Source: an optimization exercise on an open RTL-to-GDS flow (aim: small area, a short achievable clock period and few clock cycles). Production flows keep margins and buffers that such runs may drop. Function was checked by simulation only, so behaviour that the tests miss may differ from the original.

## PKC_TOP_serial
module PKC_TOP_serial(  clk, reset, start,                                                               
                        KeyGen_TRNG_in, KeyGen_Gaussian_in, KeyGen_TRNG_take, KeyGen_Gaussian_take,      
                        Enc_Gaussian_in, Enc_Gaussian_take, message,                                     
                        dec_msg_ready, dec_message                                                       
                      );
parameter N = 16;
input clk, start, reset;
input [6:0] KeyGen_TRNG_in, KeyGen_Gaussian_in;
input [6:0] Enc_Gaussian_in;
input [N-1:0] message;
output reg [N-1:0] dec_message;
output reg dec_msg_ready;
output reg KeyGen_TRNG_take, KeyGen_Gaussian_take, Enc_Gaussian_take;
function [6:0] red;
    input [12:0] v;
    reg [6:0] k;
    begin
        case (v[12:5])
            8'd0: k = 7'd0;
            8'd1: k = 7'd0;
            8'd2: k = 7'd0;
            8'd3: k = 7'd0;
            8'd4: k = 7'd97;
            8'd5: k = 7'd97;
            8'd6: k = 7'd97;
            8'd7: k = 7'd66;
            8'd8: k = 7'd66;
            8'd9: k = 7'd66;
            8'd10: k = 7'd35;
            8'd11: k = 7'd35;
            8'd12: k = 7'd35;
            8'd13: k = 7'd4;
            8'd14: k = 7'd4;
            8'd15: k = 7'd4;
            8'd16: k = 7'd101;
            8'd17: k = 7'd101;
            8'd18: k = 7'd101;
            8'd19: k = 7'd70;
            8'd20: k = 7'd70;
            8'd21: k = 7'd70;
            8'd22: k = 7'd39;
            8'd23: k = 7'd39;
            8'd24: k = 7'd39;
  ...
clock: 30.0 ns
lec_check: 0
abc_area: 1
cap_margin: 20
core_margin: 2
core_utilization: 45
slew_margin: 60
standard.sh (not shown) runs the stock make flow with config.mk's settings and CLKGATE_MAP_FILE= SYNTH_SCRIPT=/design/flow/synth_recipe.tcl, a recipe that flattens the netlist after the stock synthesis.
==> flow/flow/run.sh <==
#!/bin/bash
# Layout flow: the standard layout (standard.sh), with one change: the I/O ports are
# buffered with buf_4 cells (ORFS's BUFFER_PORTS_ARGS) instead of ORFS's default choice, the
# lowest-drive buffer, which on sky130hd is a slow delay cell (clkdlybuf4s50_1) that adds about
# half a nanosecond to every path to an output. Everything else, including synthesis and the
# constraints, is the standard flow's. Each step's full output goes to a log file of its own.
set -euo pipefail
bash standard.sh synth > synth.log 2>&1
bash standard.sh "BUFFER_PORTS_ARGS=-buffer_cell sky130_fd_sc_hd__buf_4" finish > layout.log 2>&1
Testbench counts at the start, summed over its fixed seeds: cycles 3,264.
Then changed:
--- a/flow/design.v
+++ b/flow/design.v
@@ -305,50 +305,53 @@
         if (t == 6'd47) Enc_Gaussian_take <= 1'b0;
         if (t == 6'd49) begin
             run <= 1'b0;
             dec_msg_ready <= 1'b1;
         end
     end
 end
 wire [5:0] tn  = (reset || start) ? 6'd0 : (run ? t + 1'b1 : t);
 wire       rn  = reset ? 1'b0 : (start ? 1'b1 : (run && (t != 6'd49)));
 reg ld;        
+reg ph2;       
+reg ph3;       
 reg cap;       
 reg clr;       
 reg fin;
 reg ph2n, ph3n;    
 always @(posedge clk) begin
     ld   <= rn && (tn < 6'd16);
-    cap  <= rn && ((tn == 6'd16) || (tn == 6'd32));
-    clr  <= rn && ((tn == 6'd0) || (tn == 6'd16) || (tn == 6'd32));
+    ph2  <= rn && (tn >= 6'd17) && (tn <= 6'd32);
+    ph3  <= rn && (tn >= 6'd33) && (tn <= 6'd48);
+    cap  <= rn && (tn == 6'd32);
+    clr  <= rn && ((tn == 6'd16) || (tn == 6'd32));
     fin  <= rn && (tn == 6'd49);
     ph2n <= rn && (tn >= 6'd16) && (tn <= 6'd31);
     ph3n <= rn && (tn >= 6'd32) && (tn <= 6'd47);
 end
 reg mbit;                
-reg [7:0] inj1;
+reg [6:0] inj1;
 reg [7:0] inj2;
-wire [7:0] na = {1'b0, ~KeyGen_TRNG_in} + 8'd67;
 always @(posedge clk) begin
     mbit <= message[t[3:0] + 4'd1];
-    inj1 <= ld ? na : (ph2n ? {1'b0, KeyGen_Gaussian_in} : 8'd0);
-    inj2 <= ld ? na : ph2n ? {1'b0, Enc_Gaussian_in} :
+    inj1 <= ph2n ? KeyGen_Gaussian_in : 7'd0;
+    inj2 <= ph2n ? {1'b0, Enc_Gaussian_in} :
             ph3n ? ({1'b0, ~Enc_Gaussian_in} + (mbit ? 8'd116 : 8'd67)) : 8'd0;
 end
 reg [6:0] Y1 [0:N-1];
 reg [6:0] Y2 [0:N-1];
 reg [6:0] ACC1 [0:N-1];
 reg [6:0] ACC2 [0:N-1];
 reg [6:0] Sbuf [0:N-1];
 reg [6:0] Rbuf [0:N-1];
-wire [6:0] xs = ld ? 7'd0 : Sbuf[0];
-wire [6:0] xr = ld ? 7'd0 : Rbuf[0];
+wire [6:0] xs = Sbuf[0];
+wire [6:0] xr = Rbuf[0];
 wire [8:0] xs3 = xs + {xs, 1'b0};
 wire [8:0] xr3 = xr + {xr, 1'b0};
 reg [6:0] MS [0:9];
 reg [6:0] MR [0:9];
 always @(posedge clk) begin
     MS[0] <= red(xs);        MR[0] <= red(xr);
     MS[1] <= red(xs << 1);   MR[1] <= red(xr << 1);
     MS[2] <= red(xs3);       MR[2] <= red(xr3);
     MS[3] <= red(xs << 2);   MR[3] <= red(xr << 2);
     MS[4] <= red(xs << 3);   MR[4] <= red(xr << 3);
@@ -373,47 +376,50 @@
     begin
         ng = v ^ {7{n}};
     end
 endfunction
 genvar p;
 generate
     for (p = 0; p < N; p = p + 1) begin : g_lane
         localparam L15 = (p == N-1);
         wire [6:0] y1 = Y1[p];
         wire [6:0] y2 = Y2[p];
-        wire n = L15;                                                
-        wire [6:0] k15 = L15 ? 7'd44 : 7'd0;                         
+        wire n = L15 && ph3;                                         
+        wire [6:0] k15 = L15 ? (ph3 ? 7'd44 : 7'd67) : 7'd0;          
         wire [6:0] s10 = sel(y1[1:0], MS[0], MS[1], MS[2]), s11 = sel(y1[3:2], MS[3], MS[4], MS[5]);
         wire [6:0] s12 = sel(y1[5:4], MS[6], MS[7], MS[8]), s13 = {7{y1[6]}} & MS[9];
         wire [6:0] s20 = sel(y2[1:0], MR[0], MR[1], MR[2]), s21 = sel(y2[3:2], MR[3], MR[4], MR[5]);
         wire [6:0] s22 = sel(y2[5:4], MR[6], MR[7], MR[8]), s23 = {7{y2[6]}} & MR[9];
         wire [9:0] v1 = ng(ACC1[p], L15) + ng(s10, n) + ng(s11, n) + ng(s12, n) + ng(s13, n)
-                           + ((p == 0) ? inj1 : 8'd0) + k15;
+                           + ((p == 0) ? inj1 : 7'd0) + k15;
         wire [9:0] v2 = ng(ACC2[p], L15) + ng(s20, n) + ng(s21, n) + ng(s22, n) + ng(s23, n)
                            + ((p == 0) ? inj2 : 8'd0) + k15;
         if (p == 0) begin : g_wrap
             assign res1[N-1] = red(v1);
             assign res2[N-1] = red(v2);
         end else begin : g_mid
             assign res1[p-1] = red(v1);
             assign res2[p-1] = red(v2);
         end
     end
 endgenerate
 integer i;
 always @(posedge clk) begin
     for (i = 0; i < N; i = i + 1) begin
         ACC1[i] <= clr ? 7'd0 : res1[i];
         ACC2[i] <= clr ? 7'd0 : res2[i];
         Sbuf[i] <= (i == N-1) ? (ld ? KeyGen_Gaussian_in : Sbuf[0]) : Sbuf[(i+1) % N];
         Rbuf[i] <= (i == N-1) ? (ld ? Enc_Gaussian_in : Rbuf[0]) : Rbuf[(i+1) % N];
-        if (cap) begin
+        if (ld) begin
+            Y1[i] <= (i == N-1) ? KeyGen_TRNG_in : Y1[(i+1) % N];
+            Y2[i] <= (i == N-1) ? KeyGen_TRNG_in : Y2[(i+1) % N];
+        end else if (cap) begin
             Y1[i] <= res2[i];
             Y2[i] <= res1[i];
         end
     end
 end
 function dec;
     input [6:0] c0, cs;
     reg [7:0] u;
     begin
         u = {1'b0, c0} - {1'b0, cs};          
After rerunning: Final cell count climbs by 6.1%. Non-clock buffer count falls by 15. Worst setup slack improves by 0.057 ns. Die area came out higher by about 5%. Via count climbs by 5.6%. Sequential cell count grows by 54. Critical path depth shrinks by 30. Global-route usage goes down by 0.67 points. Hold slack gets better by 0.0060 ns.
Testbench counts after the change, summed over its fixed seeds: cycles 3,264.

-- what the ideal ports hide --
In the flow no input, the clock included, has a driving cell. The finished layouts below were timed again as built, in two steps.
Step 1 sets driving cells, clkbuf_16 on the clock port and buf_2 on the other inputs (assumed; they add their load-dependent delay and slew).
Step 2 moves the port delays by t, midway between the first and last clock arrival at a register: inputs arrive t later, outputs are due t later. That takes back most of the time a late clock gives input paths.
a / b / c = no drivers / after step 1 / after step 2; a / b = the first two.
run	t, ns	slack for setup (ns)	worst data-port slew with drivers (ns)
the first run	0.885	22.545 / 22.518 / 22.499	0.05
the second run	0.899	22.602 / 22.498 / 22.340	0.06
After both steps every run listed still meets setup and hold. The setup slack of the second run, which loses most, moves by -0.104 ns with the drivers and by -0.262 ns with both steps.
